This is an optimization exercise on Yosys and OpenROAD, whose aim is small area, a short achievable clock period and few clock cycles, not a production implementation. At most, simulation tests tie the RTL to the original design; equivalence was not proved. For runs 1 to 4, only the layout was checked, not whether the RTL still works. Power is estimated from default activity; no workload was simulated.

`flow/config.mk`:
```
export PLATFORM = sky130hd
export DESIGN_NAME = accelerator
export DESIGN_NICKNAME = accelerator
export VERILOG_FILES = /design/flow/design.v
export SDC_FILE = /design/flow/constraint.sdc
export NUM_CORES = 4
export LEC_CHECK = 0
export ABC_CLOCK_PERIOD_IN_PS = 3000
export CAP_MARGIN = 20
export CORE_MARGIN = 2
export CORE_UTILIZATION = 40
export PLACE_DENSITY = 0.6
export SETUP_SLACK_MARGIN = 3.5
export SLEW_MARGIN = 20
```
`flow/constraint.sdc`:
```
create_clock -name core_clock -period 7.5 [get_ports {clk}]
set_input_delay 1.5000 -clock core_clock [delete_from_list [all_inputs] [get_ports {clk}]]
set_output_delay 1.5000 -clock core_clock [all_outputs]
set_load 0.01 [all_outputs]
```
`flow/design.v`:
```
module nn_ctr(
	input clk,
	input init,
	input step,
	output reg lay,         
	output reg bf,          
	output reg df,          
	output reg [1:0] r,     
	output reg [1:0] j,     
	output reg [5:0] k,     
	output reg [5:0] n,     
	output reg fin,         
	output grp_end,         
	output node_end,        
	output lay_end,         
	output all_end          
);
	wire wph = !bf && !df;
	wire k_last = lay ? (k == 6'd49) : (k == 6'd48);
	assign grp_end  = step && wph && (r == 2'd3) && (lay || j == 2'd3);
	assign node_end = grp_end && k_last;
	assign lay_end  = node_end && (n == 6'd49) && !lay;
	assign all_end  = node_end && (n == 6'd49) && lay;
	always @(posedge clk) begin
		if (init) begin
			lay <= 1'b0; bf <= 1'b1; df <= 1'b0; r <= 2'd0; j <= 2'd0;
			k <= 6'd0; n <= 6'd0; fin <= 1'b0;
		end else if (step) begin
			r <= r + 2'd1;
			if (r == 2'd3) begin
				if (bf || df) begin
					bf <= 1'b0;
					df <= !df;
				end else if (lay || j == 2'd3) begin
					j <= 2'd0;
					if (k_last) begin
						k <= 6'd0;
						bf <= 1'b1;
						if (n == 6'd49) begin
							n <= 6'd0;
							if (!lay) lay <= 1'b1;
							else fin <= 1'b1;
						end else
							n <= n + 6'd1;
					end else begin
						k <= k + 6'd1;
						df <= 1'b1;
					end
				end else
					j <= j + 2'd1;
			end
		end
	end
endmodule
module accelerator(
input clk,
input reset_n,
output SDRAM_readn,
output SDRAM_writen,
output SDRAM_chipselect,
input SDRAM_waitrequest,
output [31:0] SDRAM_address,
output [1:0] SDRAM_byteenable,
input SDRAM_readdatavalid,
input [15:0] SDRAM_readdata,
output [15:0] SDRAM_writedata,
input start,
output done
);
assign SDRAM_chipselect = 1'b1;
assign SDRAM_byteenable = 2'b11;
localparam [16:0] B1_W = 17'd20000;
localparam [16:0] B2_W = 17'd20200;
localparam [16:0] W1_W = 17'd20400;
localparam [16:0] Z1_W = 17'd71600;
localparam [16:0] Z2_W = 17'd91600;
localparam S_IDLE = 3'd0;
localparam S_RUN  = 3'd1;
localparam S_BAR  = 3'd2;
localparam S_END  = 3'd3;
localparam S_DONE = 3'd4;
reg [2:0] st;
reg done_r;
reg o_rd, o_wr;
reg [16:0] o_addr;
reg [3:0] o_wd;
assign SDRAM_readn = ~o_rd;
assign SDRAM_writen = ~o_wr;
assign SDRAM_address = {14'd0, o_addr, 1'b0};
assign SDRAM_writedata = {3'd0, o_wd[3], 3'd0, o_wd[2], 3'd0, o_wd[1], 3'd0, o_wd[0]};
assign done = done_r;
wire idle = (st == S_IDLE);
wire adv = !(o_rd || o_wr) || !SDRAM_waitrequest;
reg wpend;             
reg [3:0] wi;          
reg w_lay;
reg [5:0] w_n;         
reg [3:0] res [0:3];   
wire issue_wr = adv && wpend;
wire issue_rd = adv && !wpend && (st == S_RUN);
wire w_last = w_lay ? (wi == 4'd15) : (wi[1:0] == 2'd3);
reg [16:0] w_addr;
reg [3:0] w_data;
always @(*) begin
	if (!w_lay) begin
		w_addr = Z1_W + 17'd50 * wi[1:0] + w_n;
		w_data = res[wi[1:0]];
	end else begin
		w_addr = Z2_W + 17'd200 * wi[3:2] + {w_n, wi[1:0]};
		w_data = {3'd0, res[wi[3:2]][wi[1:0]]};
	end
end
wire s_lay, s_bf, s_df, s_fin;
wire [1:0] s_r, s_j;
wire [5:0] s_k, s_n;
wire s_grp_end, s_node_end, s_lay_end, s_all_end;
reg [16:0] s_w;        
nn_ctr u_sctr(.clk(clk), .init(idle), .step(issue_rd),
	.lay(s_lay), .bf(s_bf), .df(s_df), .r(s_r), .j(s_j), .k(s_k), .n(s_n), .fin(s_fin),
	.grp_end(s_grp_end), .node_end(s_node_end), .lay_end(s_lay_end), .all_end(s_all_end));
reg [16:0] s_addr;
always @(*) begin
	if (s_bf)
		s_addr = (s_lay ? B2_W : B1_W) + {s_n, s_r};
	else if (s_df)
		s_addr = (s_lay ? Z1_W + 17'd50 * s_r : 17'd49 * s_r) + s_k;
	else
		s_addr = s_w;
end
reg [16:0] s_wstep;
always @(*) begin
	if (s_node_end)
		s_wstep = 17'd1;
	else if (s_r != 2'd3)
		s_wstep = s_lay ? 17'd50 : 17'd196;
	else
		s_wstep = s_lay ? (17'd1 - 17'd150) : (17'd1 - 17'd588);
end
always @(posedge clk) begin
	if (idle)
		s_w <= W1_W;
	else if (issue_rd && !s_bf && !s_df)
		s_w <= s_w + s_wstep;
end
reg rv_q;
reg [15:0] rd_q;
always @(posedge clk) begin
	rv_q <= SDRAM_readdatavalid;
	rd_q <= SDRAM_readdata;
end
wire p_lay, p_bf, p_df, p_fin;
wire [1:0] p_r, p_j;
wire [5:0] p_k, p_n;
wire p_grp_end, p_node_end, p_lay_end, p_all_end;
nn_ctr u_pctr(.clk(clk), .init(idle), .step(rv_q),
	.lay(p_lay), .bf(p_bf), .df(p_df), .r(p_r), .j(p_j), .k(p_k), .n(p_n), .fin(p_fin),
	.grp_end(p_grp_end), .node_end(p_node_end), .lay_end(p_lay_end), .all_end(p_all_end));
reg [15:0] img [0:3];
reg signed [14:0] acc0 [0:3];
reg signed [14:0] acc1 [0:3];
reg signed [14:0] acc2 [0:3];
reg signed [14:0] acc3 [0:3];
wire signed [14:0] bclamp = (rd_q[15:13] == 3'b000 || rd_q[15:13] == 3'b111) ? rd_q[14:0] :
                            (rd_q[15] ? 15'h6000 : 15'h1fff);
wire [3:0] zor = {|rd_q[15:12], |rd_q[11:8], |rd_q[7:4], |rd_q[3:0]};
wire [1:0] jsel = p_lay ? 2'd0 : p_j;
function signed [5:0] wsum;
	input [15:0] w;
	input [3:0] m;
	reg signed [5:0] t0, t1, t2, t3;
	begin
		t0 = m[0] ? {{2{w[3]}},  w[3:0]}   : 6'sd0;
		t1 = m[1] ? {{2{w[7]}},  w[7:4]}   : 6'sd0;
		t2 = m[2] ? {{2{w[11]}}, w[11:8]}  : 6'sd0;
		t3 = m[3] ? {{2{w[15]}}, w[15:12]} : 6'sd0;
		wsum = (t0 + t1) + (t2 + t3);
	end
endfunction
reg e1;         
integer i;
always @(posedge clk) begin
	if (rv_q) begin
		if (p_df) begin
			if (!p_lay)
				img[p_r] <= rd_q;
			else
				img[p_r][3:0] <= zor;
		end else begin
			for (i = 0; i < 4; i = i + 1) begin
				acc0[i] <= acc1[i];
				acc1[i] <= acc2[i];
				acc2[i] <= acc3[i];
				acc3[i] <= p_bf ? bclamp : acc0[i] + wsum(rd_q, img[i][4*jsel +: 4]);
			end
		end
	end
	if (e1)
		for (i = 0; i < 4; i = i + 1)
			res[i] <= {~acc3[i][14], ~acc2[i][14], ~acc1[i][14], ~acc0[i][14]};
end
wire drained = !e1 && !wpend && !o_wr;
always @(posedge clk) begin
	if (!reset_n) begin
		st <= S_IDLE;
		done_r <= 1'b0;
		o_rd <= 1'b0;
		o_wr <= 1'b0;
		wpend <= 1'b0;
		e1 <= 1'b0;
	end else begin
		e1 <= p_node_end && !idle;
		case (st)
		S_IDLE: if (start) st <= S_RUN;
		S_RUN:  if (issue_rd && s_lay_end) st <= S_BAR;
		        else if (issue_rd && s_all_end) st <= S_END;
		S_BAR:  if (p_lay && drained) st <= S_RUN;
		S_END:  if (p_fin && drained) begin st <= S_DONE; done_r <= 1'b1; end
		S_DONE: if (!start) begin st <= S_IDLE; done_r <= 1'b0; end
		default: st <= S_IDLE;
		endcase
		if (adv) begin
			o_wr <= wpend;
			o_rd <= !wpend && (st == S_RUN);
		end
		if (e1)
			wpend <= 1'b1;
		else if (issue_wr && w_last)
			wpend <= 1'b0;
	end
end
always @(posedge clk) begin
	if (issue_wr) begin
		o_addr <= w_addr;
		o_wd <= w_data;
	end else if (issue_rd)
		o_addr <= s_addr;
	if (idle) begin
		wi <= 4'd0;
		w_lay <= 1'b0;
		w_n <= 6'd0;
	end else if (issue_wr) begin
		if (w_last) begin
			wi <= 4'd0;
			if (w_n == 6'd49) begin
				w_lay <= 1'b1;
				w_n <= 6'd0;
			end else
				w_n <= w_n + 6'd1;
		end else
			wi <= wi + 4'd1;
	end
end
endmodule
```
`flow/run.sh`:
```
#!/bin/bash
# synth_recipe.tcl (not shown) runs the flow's synth.tcl, then flattens the netlist and writes it again
# the make line also repeats each setting of config.mk as NAME=value (left out here)
make -C /OpenROAD-flow-scripts/flow DESIGN_CONFIG=/design/flow/config.mk WORK_HOME=/design/flow/orfs CLKGATE_MAP_FILE= SYNTH_SCRIPT=/design/flow/synth_recipe.tcl finish
```
==> metrics.cfg, run 1 <==
[outcome]
status=no timing/DRC/antenna violations

[final_layout]
layout_common_cells=341 x edfxtp_1, 177 x nand2_1, 118 x nor2_1
final_nets=2283
drive_above_1_share_pct=21.9
diodes=0
fillers=4482
final_common_cell=edfxtp_1
syn2layout_area_growth_pct=26.2

[placed_design]
io_buffers=44
gp_congestion=0.875
hpwl_mm=31.9

[global_routing]
antenna_found_initial=0
grt_pass1_vias=14800
track_usage_pct=17.9
grt_overflow=0
grt_pass1_wl_mm=79.9
grt_start_max_net_pins=189

[timing]
fmax_ghz=0.186
finalClockSkew_ps=26.0
slew_violations=0
tightestPinTransition_ps=1160
fin_crit_ps=5380
slew_headroom_pct=22.2
hold_viol_final=0
rsz0062_at_grt=true
setup_violations=0
post-route-period-util_pct=71.7
hold_ws_ps=413
finalSetupTns_ps=0

[routing]
wl_per_cell_um=18.4
drcViolationCount=0
first_iter_violations=956
via_count=14800
viasPerCell=5.28
routed_wl_mm=51.7
ant_nets=0
drt-pass1-iter-count=5

[worst_setup_path]
r2r_end=acc3[1][13]
slowest_stage=fa_1
reg2reg_slack_ps=2120
r2r_cells=22
cp-start-kind=flop
critical_path_buf_inv_count=5
critical_path.top_delay_family=adder cells
path_cells=nand2b_4, buf_6, buf_6, a211oi_4, a31oi_4, and2_4, fa_1, inv_2, fa_1, inv_2, ha_4, fa_2, a21o_1, a21oi_4, xnor2_4, buf_12, ha_4, and2_4, a32o_2, a211oi_4, mux2i_1, a21oi_1
required_ps=7800
endpoint_kind=flop
worstPathMaxFanout=5
worstSetupPathType=reg2reg
slowest_delay_ps=570
cp.arrival_ps=5670
crit-reg2reg-launch=u_pctr.lay

[synthesis]
synth_edf_count=341
synthFlopType=edfxtp_1
synthTopCellsByArea=edfxtp_1 47%, dfxtp_1 8.4%, ha_1 8.4%
synth_top_area_share_pct=46.5
synthArstFlopShare_pct=0
synthCells=1895
syn_area_per_cell_sq_um=11.6
ys_ff_latch=433
yosysWarnings=7
synth_cell_types=74
synth_area_sq_um=22000
synth.largest_area_cell=edfxtp_1
ys_seq_area_share_pct=54.9

[clock_tree]
cts_tree=yes
htreeDepth=2
clk_pin_slew_ps=60
clock_sinks=433
clk_latency_ps=600
cts_made_buffers=48
clock_path_buffers=3
cts_root_buffer=clkbuf_16

[floorplan]
initial_utilization_pct=40.7
fp.dieH_um=239
core_sq_um=54100
die_area_sq_um=56900
die_w_um=239
pin_count=75
num_rows=85

[min_path]
hold_end=acc1[0][5]
min_from=acc2[0][5]
min_path_cells=0
hold_class=reg2reg

[power]
p_per_area_nw_per_um2=249
peakVddDrop_v=0.000194
p_leak_nw=10.7

[flow_run]
max-cap-violations=0

-- state kept, by name, summed over array words and instances (netlist names), 16 cells and up --
name / flops
img: 64
acc2: 60
acc1: 60
acc0: 60
res: 16
acc3: 60
rd_q: 16
o_addr: 17
s_w: 17
-- layout make-up --
| cell class | instances | area, sq um | share of cell area [%] |
|---|---|---|---|
| flip-flops and latches | 433 | 12100 | 43.5 |
| multi-input cells | 1285 | 10900 | 39.1 |
| repair buffers | 172 | 1700 | 6.11 |
| clock buffers | 54 | 1280 | 4.59 |
| well taps | 696 | 871 | 3.13 |
| clock inverters | 36 | 494 | 1.78 |
| inverters | 129 | 484 | 1.74 |
-- where the power goes --
part | internal [mW] | leakage [nW] | switching (mW) | total [mW]
sequential | 2.70 | 4.01 | 0.0568 | 2.76
combinational | 0.759 | 5.84 | 0.791 | 1.55
clock | 1.59 | 0.836 | 1.03 | 2.61
total | 5.05 | 10.7 | 1.87 | 6.92
-- how the worst max path moves through the flow --
| stage | start | end | slack (ps) | depth (start not counted) |
|---|---|---|---|---|
| finish | u_pctr.lay | acc3[1][13] | 2120 | 22 |
| CTS | u_pctr.lay | acc3[3][14] | 2240 | 25 |
| global placement | u_pctr.j[0] | acc3[3][14] | 1550 | 20 |
| global route | u_pctr.lay | acc3[1][13] | 1970 | 22 |
| floorplan | u_pctr.lay | acc3[3][14] | 2370 | 22 |
| detailed placement | u_pctr.j[0] | acc3[3][14] | 1440 | 20 |
-- per-stage QoR --
step / cell area, sq um / std cells / util [%] / worst slack [ps] / power, mW
floorplan: 22700 / 1923 / - / 2370 / 3.63
global placement: 23600 / 2591 / 43.6 / 1550 / 3.83
detailed placement: 23600 / 2591 / 43.6 / 1440 / 3.85
CTS: 26900 / 2766 / 49.7 / 2240 / 6.75
global route: 27800 / 2805 / 51.3 / 1970 / 7.20
finish: 27800 / 2805 / 51.3 / 2120 / 6.92
-- cells by family after synthesis --
| group | synth area share, % |
|---|---|
| other | 0.0341 |
| multiplexers | 1.06 |
| buffers and inverters | 4.19 |
| adder cells (fa/ha/maj) | 12.5 |
| XOR/XNOR | 4.97 |
| AND/OR/NAND/NOR | 11.1 |
| AO/OA/AOI/OAI | 11.2 |
| flip-flops | 54.9 |
-- what timing repair did --
item,CTS,global route
resized for setup,155,138
cloned,6,0
pin swaps,89,129
setup endpoints to repair,70,59
hold endpoints to repair,0,0
buffers inserted,79,39
hold buffers,0,0
-- synth_stat cells, types with 9 or more instances --
library cell,count
dfxtp_1,92
or3_1,9
o21a_1,9
nand2_1,188
inv_1,128
a31oi_1,26
and3_1,16
xor2_1,59
nand2b_1,19
xnor2_1,66
nand3_1,23
o21bai_1,9
nor2b_1,31
clkbuf_1,42
a21o_1,36
buf_4,32
nor3_1,19
fa_1,46
and2_1,35
a211oi_1,32
mux2i_1,20
nor2_1,127
ha_1,147
a21oi_1,116
nand4_1,17
edfxtp_1,341
o211ai_1,10
o21ai_0,103
-- routing by layer --
metal  track usage (%)  share of wire [%]
met1              23.7                 44
met5                 0                  0
met2              29.5                 48
met4              6.91                3.6
met3              2.82                5.0
==> run 2: changes to the inputs <==
--- a/flow/config.mk
+++ b/flow/config.mk
@@ -10,5 +10,5 @@
 export CORE_MARGIN = 2
 export CORE_UTILIZATION = 40
 export PLACE_DENSITY = 0.6
-export SETUP_SLACK_MARGIN = 3.5
+export SETUP_SLACK_MARGIN = 4.5
 export SLEW_MARGIN = 20
==> metrics.cfg, run 2 <==
[outcome]
status=no timing/DRC/antenna violations

[synthesis]
synth_top_area_share_pct=46.5  ; unchanged
synthArstFlopShare_pct=0  ; unchanged
synthTopCellsByArea=edfxtp_1 47%, dfxtp_1 8.4%, ha_1 8.4%
synth_cell_types=74  ; unchanged
synth.largest_area_cell=edfxtp_1
synthFlopType=edfxtp_1
ys_seq_area_share_pct=54.9  ; unchanged
syn_area_per_cell_sq_um=11.6  ; unchanged
ys_ff_latch=433  ; unchanged
synth_common_cells=341 x edfxtp_1, 188 x nand2_1, 147 x ha_1, 128 x inv_1, 127 x nor2_1
synth_most_common_cell=edfxtp_1
synth_area_sq_um=22000  ; unchanged
synthCells=1895  ; unchanged
synth_edf_count=341  ; unchanged
yosysWarnings=7  ; unchanged

[global_routing]
grt_start_max_net_pins=184  ; -2.6%
grt_pass1_wl_mm=81.8  ; +2.4%
grt_overflow=0  ; unchanged
track_usage_pct=18.3  ; +0.39 points
antenna_found_initial=0  ; unchanged
grt_pass1_vias=14900  ; +0.98%

[clock_tree]
cts_root_buffer=clkbuf_16
cts_tree=yes
hold_buffers=0  ; unchanged
cts_made_buffers=47  ; -2.1%
clk_latency_ps=600  ; about the same
clock_sinks=433  ; unchanged
htreeDepth=2  ; unchanged
clock_path_buffers=3  ; unchanged
clk_pin_slew_ps=60  ; about the same

[final_layout]
stdcell_count=2833  ; +1.0%
largest-register=img
final_nets=2311  ; +1.2%
largest_register_ff_count=64  ; unchanged
drive_above_1_share_pct=25.0  ; +3.1 points
fin_area_sq_um=28200  ; +1.4%
syn2layout_area_growth_pct=28.0
final_common_cell=edfxtp_1
layout_common_cells=341 x edfxtp_1, 175 x nand2_1, 115 x nor2_1

[routing]
ant_nets=0  ; unchanged
drcViolationCount=0  ; unchanged
routed_wl_mm=53.1  ; +2.7%
viasPerCell=5.27  ; -0.26%
drt-pass1-iter-count=5  ; unchanged
via_count=14900  ; +0.74%
first_iter_violations=1006  ; +5.2%
wl_per_cell_um=18.7  ; +1.7%

[timing]
post-route-period-util_pct=70.5  ; -1.2 points
finalSetupTns_ps=0  ; unchanged
finalClockSkew_ps=25.1  ; -0.975 ps
setup_violations=0  ; unchanged
tightestPinTransition_ps=1090  ; -64.9 ps
hold_viol_final=0  ; unchanged
fin_crit_ps=5290  ; -90.2 ps
fmax_ghz=0.189  ; +1.7%
slew_violations=0  ; unchanged
slew_headroom_pct=27.1  ; +5.0 points
rsz0062_at_grt=true

[placed_design]
gp_congestion=0.844  ; -3.5%
io_buffers=44  ; unchanged
place_area_sq_um=23700  ; +0.59%
dp.cells=2593  ; +0.077%
hpwl_mm=32.4  ; +1.7%

[floorplan]
die_w_um=239  ; unchanged
pin_count=75  ; unchanged
fp.dieH_um=239  ; unchanged
core_sq_um=54100  ; unchanged
num_rows=85  ; unchanged
initial_utilization_pct=40.7  ; unchanged
die_area_sq_um=56900  ; unchanged

[power]
p_per_area_nw_per_um2=240  ; -3.8%
p_sw_share_pct=27.6  ; +0.49 points
seqPwrFrac_pct=40.9  ; +1.0 points
p_comb_share_pct=23.7  ; +1.3 points
peakVddDrop_v=0.000190  ; -2.0%
p_int_mw=4.89  ; -3.1%
clkPwrFrac_pct=35.5  ; -2.3 points
p_leak_nw=10.8  ; +1.2%
power.switching_mw=1.86  ; -0.71%

[worst_setup_path]
cp.arrival_ps=5570  ; -100 ps
cp-start-kind=flop
required_ps=7790  ; about the same
worstSetupPathType=reg2reg
endpoint_kind=flop
worstPathMaxFanout=7  ; +2

[flow_run]
max-cap-violations=0  ; unchanged

[min_path]
hold_class=reg2reg

-- run 2: cell counts after synthesis --
Identical to the previous run, type by type.
-- run 2: repair_timing --
item,in CTS,in global routing
buffers inserted,96,44
gates resized for setup,203,158
setup endpoints to repair,129,247
cloned,7,4
hold endpoints to repair,0,0
pin swaps,125,146
-- run 2: layout make-up --
| class | instances | area, sq um |
|---|---|---|
| Fill cell | 4596 | 26000 |
| Sequential cell | 433 | 12100 |
| Multi-Input combinational cell | 1287 | 11200 |
| Timing Repair Buffer | 197 | 1930 |
| Clock buffer | 67 | 1350 |
| Tap cell | 696 | 871 |
| Inverter | 129 | 497 |
| Clock inverter | 21 | 255 |
| Timing Repair inverter | 2 | 10.0 |
| Antenna cell | 1 | 2.50 |
-- run 2: routing by layer --
metal / part of all wire, % / track usage, %
met1: 45 / 24.2
met2: 47 / 30.5
met3: 4.7 / 2.75
met4: 3.1 / 6.57
met5: 0 / 0
-- run 2: worst max-delay path, stage by stage, from the launching register on --
cell	delay (ps)
dfxtp_4	370
buf_12	150
buf_4	140
a211oi_4	340
a31oi_4	70
and2_4	180
fa_1	510
inv_2	40
fa_1	550
inv_2	50
ha_4	160
fa_2	330
a21o_1	190
a21oi_4	230
buf_12	150
xnor2_4	150
buf_6	140
ha_4	200
nand2_4	60
nor2_2	50
a32o_2	270
a211oi_4	250
buf_4	160
xor2_1	150
o21ai_1	80
-- run 2: worst paths after layout --
check	cells past startpoint	slack, ps	endpoint	from
max	24	2210	acc3[1][11]	u_pctr.j[0]
min	0	410	acc2[0][13]	acc3[0][13]
max reg2reg	24	2210	acc3[1][11]	u_pctr.j[0]
min reg2reg	0	410	acc2[0][13]	acc3[0][13]
-- run 2: kinds of logic after synthesis --
family | count (synthesis) | synth area share [%]
DFF | 433 | 54.9
other | 2 | 0.0341
adders and majority gates | 193 | 12.5
buffers and inverters | 209 | 4.19
and+or+nand+nor | 513 | 11.1
AOI/OAI and AO/OA | 398 | 11.2
muxes | 22 | 1.06
xor gates and xnor gates | 125 | 4.97
-- run 2: through the flow --
step | power, mW | hold WS [ps] | setup slack [ps] | util, %
5_1_grt | 7.04 | 422 | 2080 | 52.0
3_3_place_gp | 3.85 | 400 | 1560 | 43.9
6_report | 6.75 | 409 | 2210 | 52.1
2_1_floorplan | 3.64 | 400 | 2370 | -
4_1_cts | 6.54 | 413 | 2280 | 50.1
3_5_place_dp | 3.87 | 405 | 1450 | 43.9
-- run 2: power by group through the flow --
stage / logic, mW / clock network [mW] / registers, mW
after global routing: 1.73 / 2.54 / 2.77
final: 1.60 / 2.39 / 2.76
after CTS: 1.34 / 2.45 / 2.76
after detailed placement: 1.07 / 0 / 2.81
after global placement: 1.04 / 0 / 2.80
after floorplan: 0.855 / 0 / 2.79
==> run 3: changes to the inputs <==
--- a/flow/design.v
+++ b/flow/design.v
@@ -176,29 +176,35 @@
 		wsum = (t0 + t1) + (t2 + t3);
 	end
 endfunction
-reg e1;         
+reg q_v, q_b;
+reg signed [14:0] q_bias;
+reg signed [5:0] q_d [0:3];
+reg e0, e1;     
 integer i;
 always @(posedge clk) begin
-	if (rv_q) begin
-		if (p_df) begin
-			if (!p_lay)
-				img[p_r] <= rd_q;
-			else
-				img[p_r][3:0] <= zor;
-		end else begin
-			for (i = 0; i < 4; i = i + 1) begin
-				acc0[i] <= acc1[i];
-				acc1[i] <= acc2[i];
-				acc2[i] <= acc3[i];
-				acc3[i] <= p_bf ? bclamp : acc0[i] + wsum(rd_q, img[i][4*jsel +: 4]);
-			end
+	q_v <= rv_q && !p_df;
+	q_b <= p_bf;
+	q_bias <= bclamp;
+	for (i = 0; i < 4; i = i + 1)
+		q_d[i] <= wsum(rd_q, img[i][4*jsel +: 4]);
+	if (rv_q && p_df) begin
+		if (!p_lay)
+			img[p_r] <= rd_q;
+		else
+			img[p_r][3:0] <= zor;
+	end
+	if (q_v)
+		for (i = 0; i < 4; i = i + 1) begin
+			acc0[i] <= acc1[i];
+			acc1[i] <= acc2[i];
+			acc2[i] <= acc3[i];
+			acc3[i] <= q_b ? q_bias : acc0[i] + q_d[i];
 		end
-	end
 	if (e1)
 		for (i = 0; i < 4; i = i + 1)
 			res[i] <= {~acc3[i][14], ~acc2[i][14], ~acc1[i][14], ~acc0[i][14]};
 end
-wire drained = !e1 && !wpend && !o_wr;
+wire drained = !e0 && !e1 && !wpend && !o_wr;
 always @(posedge clk) begin
 	if (!reset_n) begin
 		st <= S_IDLE;
@@ -206,9 +212,11 @@
 		o_rd <= 1'b0;
 		o_wr <= 1'b0;
 		wpend <= 1'b0;
+		e0 <= 1'b0;
 		e1 <= 1'b0;
 	end else begin
-		e1 <= p_node_end && !idle;
+		e0 <= p_node_end && !idle;
+		e1 <= e0;
 		case (st)
 		S_IDLE: if (start) st <= S_RUN;
 		S_RUN:  if (issue_rd && s_lay_end) st <= S_BAR;
--- a/flow/config.mk
+++ b/flow/config.mk
@@ -5,7 +5,7 @@
 export SDC_FILE = /design/flow/constraint.sdc
 export NUM_CORES = 4
 export LEC_CHECK = 0
-export ABC_CLOCK_PERIOD_IN_PS = 3000
+export ABC_CLOCK_PERIOD_IN_PS = 2500
 export CAP_MARGIN = 20
 export CORE_MARGIN = 2
 export CORE_UTILIZATION = 40
==> metrics.cfg, run 3 <==
[outcome]
status=no timing/DRC/antenna violations

[clock_tree]
htreeDepth=2  ; unchanged
clk_pin_slew_ps=70  ; about the same
cts_made_buffers=51  ; +8.5%
hold_buffers=0  ; unchanged
cts_tree=yes
cts_root_buffer=clkbuf_16
clock_path_buffers=3  ; unchanged
clk_latency_ps=600  ; about the same
clock_sinks=475  ; +9.7%

[synthesis]
yosysWarnings=8  ; +1
synth_compound_area_share_pct=11.4  ; +0.19 points
synth_top_area_share_pct=44.6  ; -1.9 points
synth_xor_xnor_area_share_pct=4.61  ; -0.36 points
synthTopCellsByArea=edfxtp_1 45%, dfxtp_1 12%, ha_1 7.2%
synth_cell_types=76  ; +2.7%
ys_ff_latch=475  ; +9.7%
synth_most_common_cell=edfxtp_1
synthCells=1968  ; +3.9%
synth_area_sq_um=23000  ; +4.4%
synth_edf_count=341  ; unchanged
ys_seq_area_share_pct=56.2  ; +1.4 points
synth_mux_area_share_pct=1.19  ; +0.13 points
synthArstFlopShare_pct=0  ; unchanged
synth.largest_area_cell=edfxtp_1
synth_top_family_by_area=compound AO/OA/AOI/OAI gates
synth_common_cells=341 x edfxtp_1, 159 x nand2_1, 139 x nor2_1, 134 x dfxtp_1, 133 x ha_1
synthAdderAreaFrac_pct=11.3  ; -1.2 points
syn_area_per_cell_sq_um=11.7  ; +0.49%
synthFlopType=edfxtp_1
synthSimpleGateAreaFrac_pct=10.8  ; -0.26 points

[routing]
ant_nets=0  ; unchanged
routed_wl_mm=49.6  ; -6.5%
via_count=15100  ; +1.1%
wl_per_cell_um=17.2  ; -8.4%
viasPerCell=5.22  ; -0.88%
drcViolationCount=0  ; unchanged
first_iter_violations=950  ; -5.6%
drt-pass1-iter-count=6  ; +1

[timing]
rsz0062_at_grt=true
setup_violations=0  ; unchanged
slew_violations=0  ; unchanged
hold_ws_ps=376  ; -33.4 ps
fin_crit_ps=3840  ; -1450 ps
fmax_ghz=0.261  ; +38%
tightestPinTransition_ps=1130  ; +40.2 ps
finalSetupTns_ps=0  ; unchanged
finalClockSkew_ps=27.8  ; +2.75 ps
slew_headroom_pct=24.5  ; -2.7 points
setup_slack_ps=3660  ; +1450 ps
post-route-period-util_pct=51.2  ; -19 points
hold_viol_final=0  ; unchanged

[worst_setup_path]
endpoint_kind=flop
r2r_cells=17  ; -29%
crit-reg2reg-launch=u_sctr.r[0]
worstPathMaxFanout=6  ; -1
r2r_end=s_w[10]
cp-start-kind=input pin
startpoint=SDRAM_waitrequest
cp.arrival_ps=4360  ; -1210 ps
reg2reg_slack_ps=3750  ; +1540 ps
cp-endpoint=s_w[10]
required_ps=8020  ; +230 ps
worstSetupPathType=in2reg

[final_layout]
largest_register_ff_count=64  ; unchanged
final_common_cell=edfxtp_1
diodes=0  ; -1
stdcell_count=2890  ; +2.0%
utilization_pct=48.8  ; -3.3 points
layout_common_cells=341 x edfxtp_1, 133 x nor2_1, 132 x nand2_1
syn2layout_area_growth_pct=20.1
fin_area_sq_um=27600  ; -2.1%
drive_above_1_share_pct=17.0  ; -8.0 points
largest-register=img
final_nets=2292  ; -0.82%

[power]
p_total_mw=6.42  ; -4.8%
p_per_area_nw_per_um2=233  ; -2.8%
peakVddDrop_v=0.000186  ; -1.8%
p_leak_nw=10.5  ; -2.7%

[global_routing]
grt_pass1_wl_mm=79.7  ; -2.6%
grt_start_max_net_pins=165  ; -10%
antenna_found_initial=0  ; unchanged
track_usage_pct=16.7  ; -1.5 points
grt_overflow=0  ; unchanged
grt_pass1_vias=15100  ; +1.3%

[floorplan]
pin_count=75  ; unchanged
num_rows=87  ; +2.4%
core_sq_um=56600  ; +4.6%
initial_utilization_pct=40.6  ; -0.078 points
die_area_sq_um=59400  ; +4.3%
fp.dieH_um=244  ; +2.1%
die_w_um=244  ; +2.1%

[placed_design]
pre_cts_slack_ps=2000  ; +549 ps
place_area_sq_um=24400  ; +2.6%
gp_congestion=0.860  ; +1.9%
io_buffers=44  ; unchanged
hpwl_mm=31.5  ; -2.7%
dp.cells=2703  ; +4.2%

[flow_run]
max-cap-violations=0  ; unchanged

[min_path]
hold_class=reg2reg

## run 3: cell types whose count changed after synthesis, moves of 10 or more
cell and delta:
dfxtp_1 +42, nand2_1 -29, clkbuf_1 +15, ha_1 -14, nor2_1 +12, and2_1 +10
## run 3: cell families (layout without fill, tap and decap cells)
kind of cell	after synthesis	after routing
and+or+nand+nor	515	519
DFF	475	475
AOI/OAI and AO/OA	420	420
buffers and inverters	228	362
adders and majority gates	181	181
xor gates and xnor gates	121	121
muxes	26	26
other	2	30
## run 3: where the power goes
part / switching [mW] / internal (mW) / leakage (nW)
combinational: 0.469 / 0.377 / 5.33
sequential: 0.0988 / 2.96 / 4.36
clock: 1.05 / 1.47 / 0.818
## run 3: repair_timing
| action | in CTS | in global routing |
|---|---|---|
| setup buffers | 65 | 20 |
| setup endpoints to repair | 71 | 57 |
| gates cloned | 7 | 0 |
| resized for setup | 144 | 62 |
| pin swaps | 62 | 47 |
## run 3: per-layer routing
metal	part of all wire [%]	global-route usage, %	routed length, um	vias up
li1	-	-	-	7251
met1	45	22.1	22300	7370
met2	47	27.4	23300	359
met3	4.9	2.88	2410	107
met4	3.2	6.80	1570	0
met5	0	0	0	-
## run 3: critical path: stages
cell and delay [ps]:
buf_8 100, o21ai_4 70, nand2_4 90, nor2_4 170
nor2_4 60, fa_2 400, nand2b_4 160, a211o_1 270
a22oi_2 150, or3_4 170, a21boi_4 70, o21ai_4 270
a221oi_2 120, nor3_2 160, buf_4 160, mux2i_1 220
mux2i_1 200
## run 3: how the worst min path moves through the flow
| stage | slack (ps) | cells after the start | startpoint | end |
|---|---|---|---|---|
| 2_1_floorplan | 360 | 0 | u_pctr.bf | q_b |
| 3_3_place_gp | 360 | 0 | u_pctr.bf | q_b |
| 3_5_place_dp | 360 | 0 | u_pctr.bf | q_b |
| 4_1_cts | 370 | 0 | u_pctr.bf | q_b |
| 5_1_grt | 390 | 0 | u_pctr.bf | q_b |
| 6_report | 380 | 0 | u_pctr.bf | q_b |
## run 3: final cells by class
type | instances | area, sq um
Tap cell | 756 | 946
Sequential cell | 475 | 12900
Fill cell | 4998 | 29000
Timing Repair Buffer | 138 | 1310
Clock buffer | 69 | 1410
Clock inverter | 26 | 284
Multi-Input combinational cell | 1297 | 10200
Inverter | 128 | 493
Timing Repair inverter | 1 | 5.00
==> run 4: changes to the inputs <==
--- a/flow/design.v
+++ b/flow/design.v
@@ -10,17 +10,16 @@
 	output reg [5:0] k,     
 	output reg [5:0] n,     
 	output reg fin,         
-	output grp_end,         
-	output node_end,        
-	output lay_end,         
-	output all_end          
+	output node_last,       
+	output lay_last,        
+	output all_last         
 );
 	wire wph = !bf && !df;
 	wire k_last = lay ? (k == 6'd49) : (k == 6'd48);
-	assign grp_end  = step && wph && (r == 2'd3) && (lay || j == 2'd3);
-	assign node_end = grp_end && k_last;
-	assign lay_end  = node_end && (n == 6'd49) && !lay;
-	assign all_end  = node_end && (n == 6'd49) && lay;
+	wire grp_last = wph && (r == 2'd3) && (lay || j == 2'd3);
+	assign node_last = grp_last && k_last;
+	assign lay_last  = node_last && (n == 6'd49) && !lay;
+	assign all_last  = node_last && (n == 6'd49) && lay;
 	always @(posedge clk) begin
 		if (init) begin
 			lay <= 1'b0; bf <= 1'b1; df <= 1'b0; r <= 2'd0; j <= 2'd0;
@@ -113,11 +112,11 @@
 wire s_lay, s_bf, s_df, s_fin;
 wire [1:0] s_r, s_j;
 wire [5:0] s_k, s_n;
-wire s_grp_end, s_node_end, s_lay_end, s_all_end;
+wire s_node_last, s_lay_last, s_all_last;
 reg [16:0] s_w;        
 nn_ctr u_sctr(.clk(clk), .init(idle), .step(issue_rd),
 	.lay(s_lay), .bf(s_bf), .df(s_df), .r(s_r), .j(s_j), .k(s_k), .n(s_n), .fin(s_fin),
-	.grp_end(s_grp_end), .node_end(s_node_end), .lay_end(s_lay_end), .all_end(s_all_end));
+	.node_last(s_node_last), .lay_last(s_lay_last), .all_last(s_all_last));
 reg [16:0] s_addr;
 always @(*) begin
 	if (s_bf)
@@ -129,7 +128,7 @@
 end
 reg [16:0] s_wstep;
 always @(*) begin
-	if (s_node_end)
+	if (s_node_last)
 		s_wstep = 17'd1;
 	else if (s_r != 2'd3)
 		s_wstep = s_lay ? 17'd50 : 17'd196;
@@ -151,10 +150,10 @@
 wire p_lay, p_bf, p_df, p_fin;
 wire [1:0] p_r, p_j;
 wire [5:0] p_k, p_n;
-wire p_grp_end, p_node_end, p_lay_end, p_all_end;
+wire p_node_last, p_lay_last, p_all_last;
 nn_ctr u_pctr(.clk(clk), .init(idle), .step(rv_q),
 	.lay(p_lay), .bf(p_bf), .df(p_df), .r(p_r), .j(p_j), .k(p_k), .n(p_n), .fin(p_fin),
-	.grp_end(p_grp_end), .node_end(p_node_end), .lay_end(p_lay_end), .all_end(p_all_end));
+	.node_last(p_node_last), .lay_last(p_lay_last), .all_last(p_all_last));
 reg [15:0] img [0:3];
 reg signed [14:0] acc0 [0:3];
 reg signed [14:0] acc1 [0:3];
@@ -215,12 +214,12 @@
 		e0 <= 1'b0;
 		e1 <= 1'b0;
 	end else begin
-		e0 <= p_node_end && !idle;
+		e0 <= rv_q && p_node_last && !idle;
 		e1 <= e0;
 		case (st)
 		S_IDLE: if (start) st <= S_RUN;
-		S_RUN:  if (issue_rd && s_lay_end) st <= S_BAR;
-		        else if (issue_rd && s_all_end) st <= S_END;
+		S_RUN:  if (issue_rd && s_lay_last) st <= S_BAR;
+		        else if (issue_rd && s_all_last) st <= S_END;
 		S_BAR:  if (p_lay && drained) st <= S_RUN;
 		S_END:  if (p_fin && drained) begin st <= S_DONE; done_r <= 1'b1; end
 		S_DONE: if (!start) begin st <= S_IDLE; done_r <= 1'b0; end
@@ -237,11 +236,10 @@
 	end
 end
 always @(posedge clk) begin
-	if (issue_wr) begin
-		o_addr <= w_addr;
+	if (adv) begin
+		o_addr <= wpend ? w_addr : s_addr;
 		o_wd <= w_data;
-	end else if (issue_rd)
-		o_addr <= s_addr;
+	end
 	if (idle) begin
 		wi <= 4'd0;
 		w_lay <= 1'b0;
==> metrics.cfg, run 4 <==
[synthesis]
synth_top_area_share_pct=44.1  ; -0.46 points
synth_area_sq_um=23200  ; +1.1%
synthFlopType=edfxtp_1
ys_ff_latch=475  ; unchanged
synth_most_common_cell=edfxtp_1
synth.largest_area_cell=edfxtp_1
synth_edf_count=341  ; unchanged
yosysWarnings=8  ; unchanged
synthTopCellsByArea=edfxtp_1 44%, dfxtp_1 12%, ha_1 7.1%
syn_area_per_cell_sq_um=11.5  ; -1.7%
synth_common_cells=341 x edfxtp_1, 200 x nand2_1, 134 x dfxtp_1, 133 x nor2_1, 132 x ha_1
ys_seq_area_share_pct=55.7  ; -0.58 points
synthArstFlopShare_pct=0  ; unchanged
synthCells=2023  ; +2.8%
synth_cell_types=77  ; +1.3%

[clock_tree]
htreeDepth=2  ; unchanged
clock_sinks=475  ; unchanged
cts_made_buffers=53  ; +3.9%
clock_path_buffers=3  ; unchanged
clk_latency_ps=600  ; about the same
cts_tree=yes
clk_pin_slew_ps=60  ; about the same
cts_root_buffer=clkbuf_16

[routing]
ant_nets=0  ; unchanged
drt-pass1-iter-count=5  ; -1
via_count=15200  ; +1.0%
routed_wl_mm=51.6  ; +4.1%
wl_per_cell_um=17.4  ; +1.6%
first_iter_violations=1057  ; +11%
viasPerCell=5.15  ; -1.3%
drcViolationCount=0  ; unchanged

[final_layout]
final_nets=2349  ; +2.5%
fillers=5011  ; +0.26%
layout_common_cells=341 x edfxtp_1, 179 x nand2_1, 126 x nor2_1
regArea_sq_um=13000  ; about the same
drive_above_1_share_pct=18.6  ; +1.7 points
diodes=0  ; unchanged
largest_register_ff_count=64  ; unchanged
syn2layout_area_growth_pct=22.0
final_common_cell=edfxtp_1
largest-register=img
multiInputGateArea_sq_um=10700  ; +4.5%
stdcell_count=2959  ; +2.4%

[power]
p_leak_nw=10.8  ; +2.5%
p_total_mw=6.56  ; +2.1%
peakVddDrop_v=0.000201  ; +7.7%
p_per_area_nw_per_um2=232  ; -0.51%

[worst_setup_path]
worstSetupPathType=reg2reg
path_cells=or3_4, or3_4, nor2_4, buf_6, nor2_4, ha_4, a21o_1, buf_6, nand4_1, a22oi_2, nor2_2, a31oi_4, buf_6, o211ai_1, o21ai_2, mux2i_1, mux2i_1
slowest_stage=or3_4
cpMostUsedCell=buf_6
cp.arrival_ps=4020  ; -340 ps
cp-start-kind=flop
slowest_delay_ps=410  ; about the same
required_ps=8030  ; about the same
endpoint_kind=flop
worstPathMaxFanout=4  ; -2

[floorplan]
initial_utilization_pct=40.3  ; -0.27 points
core_sq_um=57600  ; +1.7%
num_rows=88  ; +1.1%
fp.dieH_um=245  ; +0.52%
die_area_sq_um=60000  ; +1.0%
die_w_um=245  ; +0.52%
pin_count=75  ; unchanged

[global_routing]
grt-busiest-layer=met2
grtUsageMet1_pct=23.7  ; +1.6 points
grt_pass1_wl_mm=82.6  ; +3.7%
antenna_found_initial=0  ; unchanged
use_met3_pct=2.60  ; -0.27 points
use_met2_pct=27.9  ; +0.55 points
grt_start_max_net_pins=91  ; -45%
track_usage_pct=17.3  ; +0.51 points
grt_overflow=0  ; unchanged
grt_pass1_vias=15300  ; +0.91%

[timing]
rsz0062_at_grt=true
slew_headroom_pct=28.7  ; +4.3 points
slew_violations=0  ; unchanged
fmax_ghz=0.287  ; +10%
tightestPinTransition_ps=1070  ; -63.2 ps
fin_crit_ps=3480  ; -352 ps
finalSetupTns_ps=0  ; unchanged
setup_violations=0  ; unchanged
hold_viol_final=0  ; unchanged
finalClockSkew_ps=15.3  ; -12.5 ps
post-route-period-util_pct=46.5  ; -4.7 points

[placed_design]
io_buffers=44  ; unchanged
dp.cells=2768  ; +2.4%
hpwl_mm=33.3  ; +5.6%
gp_congestion=0.844  ; -1.9%

[min_path]
hold_class=reg2reg

[outcome]
status=no timing/DRC/antenna violations

[flow_run]
max-cap-violations=0  ; unchanged

[run 4: metal layers]
metal  vias up  part of all wire, %  wire [um]
li1       7435                    -          -
met1      7394                   46      23800
met2       315                   47      24400
met3        95                  4.2       2140
met4         0                  2.6       1330
met5         -                    0          0
[run 4: worst paths after layout]
| kind | endpoint | cells past startpoint | startpoint | slack, ps |
|---|---|---|---|---|
| max | s_w[13] | 17 | u_sctr.k[2] | 4020 |
| min | acc0[2][5] | 0 | acc1[2][5] | 410 |
| max reg2reg | s_w[13] | 17 | u_sctr.k[2] | 4020 |
| min reg2reg | acc0[2][5] | 0 | acc1[2][5] | 410 |
[run 4: repair_timing]
item,in CTS,in global routing
pin swaps,59,91
resized for setup,101,110
cloned,2,0
hold buffers,0,0
setup endpoints to repair,62,58
setup buffers,64,26
endpoints found under the hold margin,0,0
[run 4: kinds of logic (layout without fill, tap and decap cells)]
kind of cell	Yosys count	after routing	share of synthesized area (%)
AND/OR/NAND/NOR	584	585	12.1
multiplexers	28	28	1.27
AO/OA/AOI/OAI	410	410	11.1
flip-flops	475	475	55.7
adder cells (fa/ha/maj)	181	181	11.2
buffers and inverters	230	372	4.29
XOR/XNOR	113	113	4.26
other	2	30	0.0323
[run 4: power by group]
| group | internal (mW) | switching (mW) | leakage [nW] | total (mW) |
|---|---|---|---|---|
| Clock | 1.58 | 1.07 | 0.865 | 2.65 |
| Combinational | 0.365 | 0.485 | 5.52 | 0.850 |
| Sequential | 2.95 | 0.101 | 4.40 | 3.05 |
| Total | 4.90 | 1.66 | 10.8 | 6.56 |
[run 4: per-stage QoR]
| stage | setup slack (ps) | utilization [%] | cell area, sq um | hold slack [ps] |
|---|---|---|---|---|
| 5_1_grt | 3880 | 49.2 | 28300 | 422 |
| 2_1_floorplan | 4160 | - | 24100 | 384 |
| 3_5_place_dp | 3120 | 43.3 | 24900 | 398 |
| 4_1_cts | 4100 | 48.0 | 27600 | 405 |
| 6_report | 4020 | 49.2 | 28300 | 409 |
| 3_3_place_gp | 3290 | 43.3 | 24900 | 396 |
[run 4: final cells by class]
cell class | count | share of cell area, %
clock buffer | 76 | 5.35
clock inverter | 23 | 0.999
inverter | 129 | 1.75
multi-input combinational | 1347 | 37.7
sequential | 475 | 45.8
tap | 765 | 3.38
timing repair buffer | 144 | 5.09
[run 4: critical path, delay by kind of cell (launching register included)]
| family | cells | cell delay [ps] |
|---|---|---|
| flops | 1 | 350 |
| compound gates | 5 | 900 |
| mux | 2 | 440 |
| buf+inv | 3 | 350 |
| simple gates | 6 | 1140 |
| fa+ha+maj | 1 | 240 |
==> run 5: changes to the inputs <==
--- a/flow/design.v
+++ b/flow/design.v
@@ -162,7 +162,6 @@
 wire signed [14:0] bclamp = (rd_q[15:13] == 3'b000 || rd_q[15:13] == 3'b111) ? rd_q[14:0] :
                             (rd_q[15] ? 15'h6000 : 15'h1fff);
 wire [3:0] zor = {|rd_q[15:12], |rd_q[11:8], |rd_q[7:4], |rd_q[3:0]};
-wire [1:0] jsel = p_lay ? 2'd0 : p_j;
 function signed [5:0] wsum;
 	input [15:0] w;
 	input [3:0] m;
@@ -185,13 +184,12 @@
 	q_b <= p_bf;
 	q_bias <= bclamp;
 	for (i = 0; i < 4; i = i + 1)
-		q_d[i] <= wsum(rd_q, img[i][4*jsel +: 4]);
-	if (rv_q && p_df) begin
-		if (!p_lay)
-			img[p_r] <= rd_q;
-		else
-			img[p_r][3:0] <= zor;
-	end
+		q_d[i] <= wsum(rd_q, img[i][3:0]);
+	for (i = 0; i < 4; i = i + 1)
+		if (rv_q && p_df && p_r == i)
+			img[i] <= {rd_q[15:4], p_lay ? zor : rd_q[3:0]};
+		else if (rv_q && !p_df && !p_bf && p_r == 2'd3)
+			img[i] <= {rd_q[15:12], img[i][15:4]};
 	if (q_v)
 		for (i = 0; i < 4; i = i + 1) begin
 			acc0[i] <= acc1[i];
==> metrics.cfg, run 5 <==
[outcome]
status=no timing/DRC/antenna violations

[final_layout]
drive_above_1_share_pct=13.2  ; -5.5 points
syn2layout_area_growth_pct=15.7
fin_area_sq_um=26600  ; -6.0%
diodes=0  ; unchanged
final_common_cell=edfxtp_1
fillers=5073  ; +1.2%
largest_register_ff_count=64  ; unchanged
utilization_pct=47.0  ; -2.1 points
stdcell_count=2835  ; -4.2%
final_nets=2237  ; -4.8%
layout_common_cells=341 x edfxtp_1, 141 x nand2_1, 136 x nor2_1
largest-register=img

[placed_design]
gp_congestion=0.825  ; -2.2%
pre_cts_slack_ps=2860  ; -266 ps
hpwl_mm=31.1  ; -6.6%
dp.cells=2692  ; -2.7%
place_area_sq_um=24200  ; -3.0%
io_buffers=44  ; unchanged

[worst_setup_path]
worstSetupPathType=reg2reg
r2r_cells=13  ; -4
path_depth=13  ; -4
slowest_stage=or3b_4
critical_path.top_delay_family=simple AND/OR/NAND/NOR gates
required_ps=8040  ; about the same
path_cells=ha_4, or3b_4, or2_4, nor2_4, nor2_2, ha_1, a21o_1, a221oi_4, o21bai_4, maj3_2, mux2_4, a211o_1, nand2_1
cp.arrival_ps=3860  ; -160 ps
worstPathMaxFanout=5  ; +1
cp-start-kind=flop
slowest_delay_ps=380  ; -30 ps
endpoint_kind=flop
critical_path_buf_inv_count=0  ; -3

[timing]
slew_headroom_pct=30.5  ; +1.8 points
hold_ws_ps=396  ; -12.9 ps
setup_violations=0  ; unchanged
hold_viol_final=0  ; unchanged
finalClockSkew_ps=35.0  ; +19.7 ps
finalSetupTns_ps=0  ; unchanged
rsz0062_at_grt=true
tightestPinTransition_ps=1040  ; -25.8 ps
fmax_ghz=0.301  ; +4.9%
post-route-period-util_pct=44.3  ; -2.2 points
fin_crit_ps=3320  ; -161 ps
setup_slack_ps=4180  ; +161 ps
slew_violations=0  ; unchanged

[synthesis]
synth_top_area_share_pct=44.5  ; +0.40 points
yosysWarnings=9  ; +1
synth_area_sq_um=23000  ; -0.89%
syn_area_per_cell_sq_um=11.8  ; +2.8%
synthFlopType=edfxtp_1
synth_cell_types=73  ; -5.2%
synthCells=1951  ; -3.6%
synth_most_common_cell=edfxtp_1
synthArstFlopShare_pct=0  ; unchanged
ys_seq_area_share_pct=56.2  ; +0.50 points
synth_edf_count=341  ; unchanged
synth.largest_area_cell=edfxtp_1
synthTopCellsByArea=edfxtp_1 44%, dfxtp_1 12%, ha_1 7.3%
synth_common_cells=341 x edfxtp_1, 146 x nand2_1, 142 x nor2_1, 134 x dfxtp_1, 134 x ha_1
ys_ff_latch=475  ; unchanged

[routing]
ant_nets=0  ; unchanged
first_iter_violations=912  ; -14%
drcViolationCount=0  ; unchanged
viasPerCell=5.16  ; +0.28%
via_count=14600  ; -3.9%
routed_wl_mm=47.6  ; -7.8%
drt-pass1-iter-count=6  ; +1
wl_per_cell_um=16.8  ; -3.8%

[clock_tree]
htreeDepth=2  ; unchanged
cts_root_buffer=clkbuf_16
clk_latency_ps=610  ; about the same
clock_sinks=475  ; unchanged
clk_pin_slew_ps=60  ; about the same
cts_tree=yes
clock_path_buffers=3  ; unchanged
cts_made_buffers=51  ; -3.8%

[power]
p_total_mw=6.55  ; -0.19%
peakVddDrop_v=0.000171  ; -15%
p_per_area_nw_per_um2=246  ; +6.1%
p_leak_nw=10.3  ; -4.0%

[global_routing]
track_usage_pct=16.0  ; -1.3 points
grt_pass1_wl_mm=76.7  ; -7.2%
antenna_found_initial=0  ; unchanged
grt_start_max_net_pins=187  ; +110%
grt_overflow=0  ; unchanged
grt_pass1_vias=14400  ; -5.4%

[floorplan]
pin_count=75  ; unchanged
initial_utilization_pct=40.7  ; +0.33 points
num_rows=87  ; -1.1%
core_sq_um=56600  ; -1.7%
die_w_um=244  ; -0.44%
fp.dieH_um=244  ; -0.44%
die_area_sq_um=59500  ; -0.88%

[flow_run]
max-cap-violations=0  ; unchanged

[min_path]
min_path_cells=0  ; unchanged
hold_class=reg2reg

-- run 5: cell types whose count changed after synthesis, moves of 17 or more --
cell | before | now
nand2_1 | 200 | 146
a211oi_1 | 40 | 19
nor2b_1 | 35 | 11
mux2_2 | 2 | 29
nand2b_1 | 28 | 11
o31ai_1 | 23 | 6
-- run 5: worst paths after layout --
check	start	end	slack (ps)
max	u_sctr.r[0]	s_w[13]	4180
min	acc2[3][10]	acc1[3][10]	400
max reg2reg	u_sctr.r[0]	s_w[13]	4180
min reg2reg	acc2[3][10]	acc1[3][10]	400
-- run 5: worst reg2reg max path: cells and delay by family (launching register included) --
| kind | cells | cell delay (ps) |
|---|---|---|
| flops | 1 | 360 |
| simple gates | 5 | 940 |
| mux | 1 | 310 |
| fa+ha+maj | 3 | 760 |
| compound gates | 4 | 880 |
-- run 5: kinds of logic (layout without fill, tap and decap cells) --
group	after synthesis	in the layout	share of synthesized area [%]
AOI/OAI and AO/OA	379	380	10.2
xor gates and xnor gates	127	127	4.83
adders and majority gates	184	184	11.5
buffers and inverters	220	319	4.16
DFF	475	475	56.2
muxes	48	48	2.38
other	2	30	0.0326
and+or+nand+nor	516	516	10.7
-- run 5: timing repair --
| action | 4_1_cts | 5_1_grt |
|---|---|---|
| endpoints found under the setup margin | 51 | 42 |
| gates resized for setup | 50 | 54 |
| pin swaps | 25 | 16 |
| buffers inserted | 32 | 14 |
| hold buffers | 0 | 0 |
| cloned | 1 | 0 |
-- run 5: report_power, final --
group | switching [mW] | total [mW] | leakage, nW | internal [mW]
combinational | 0.503 | 0.886 | 5.07 | 0.383
clock | 1.07 | 2.61 | 0.865 | 1.54
sequential | 0.0931 | 3.05 | 4.41 | 2.96
total | 1.66 | 6.55 | 10.3 | 4.88
-- run 5: per-layer routing --
metal / track usage, % / routed length (um)
met1: 22.3 / 22400
met2: 25.3 / 21500
met3: 2.57 / 2470
met4: 5.36 / 1190
met5: 0 / 0
-- run 5: final cells by class --
cell class              count  area (sq um)  area share (%)
clock buffers              70          1450            5.44
clock inverters            26           324            1.22
inverters                 126           477            1.79
multi-input cells        1285          9610            36.1
flip-flops and latches    475         13000            48.7
well taps                 756           946            3.55
repair buffers             97           853            3.20
Testbench counts of run 5, summed over its fixed seeds: cycles 376,314.

==> afterwards: timing with drivers on the ports <==
The flow's constraints put no driver on any port. The routed layouts listed below were extracted and timed again, unchanged, in two steps. Step 1 sets driving cells, clkbuf_16 on the clock port and buf_2 on the other inputs (assumed; they add their load-dependent delay and slew). Step 2 adds t to the input delays and takes it off the output delays; t is the mean of the earliest and latest rising clock arrival at the registers after step 1. Input paths then give back, and output paths get back, about the clock's delay inside the block. Three values: ideal, step 1, step 2; two values: the first two.
run | t, ns | setup WS [ns] | hold WS [ns] | worst setup path after step 2 | slew at the worst register clock pin (ns)
run 1 | 0.646 | 2.123 / 2.123 / 2.123 | 0.413 / 0.413 / 0.413 | register to register | 0.07 / 0.07
run 2 | 0.643 | 2.213 / 2.213 / 2.213 | 0.409 / 0.409 / 0.409 | register to register | 0.07 / 0.07
run 3 | 0.649 | 3.664 / 3.659 / 3.009 | 0.376 / 0.376 / 0.376 | input to register | 0.07 / 0.07
run 4 | 0.653 | 4.015 / 4.015 / 3.959 | 0.409 / 0.409 / 0.409 | input to register | 0.06 / 0.06
run 5 | 0.645 | 4.177 / 4.177 / 3.908 | 0.396 / 0.396 / 0.396 | input to register | 0.07 / 0.07
After both steps every run listed still meets setup and hold. The setup slack of run 3, which loses most, moves by -0.005 ns with the drivers and by -0.655 ns with both steps.
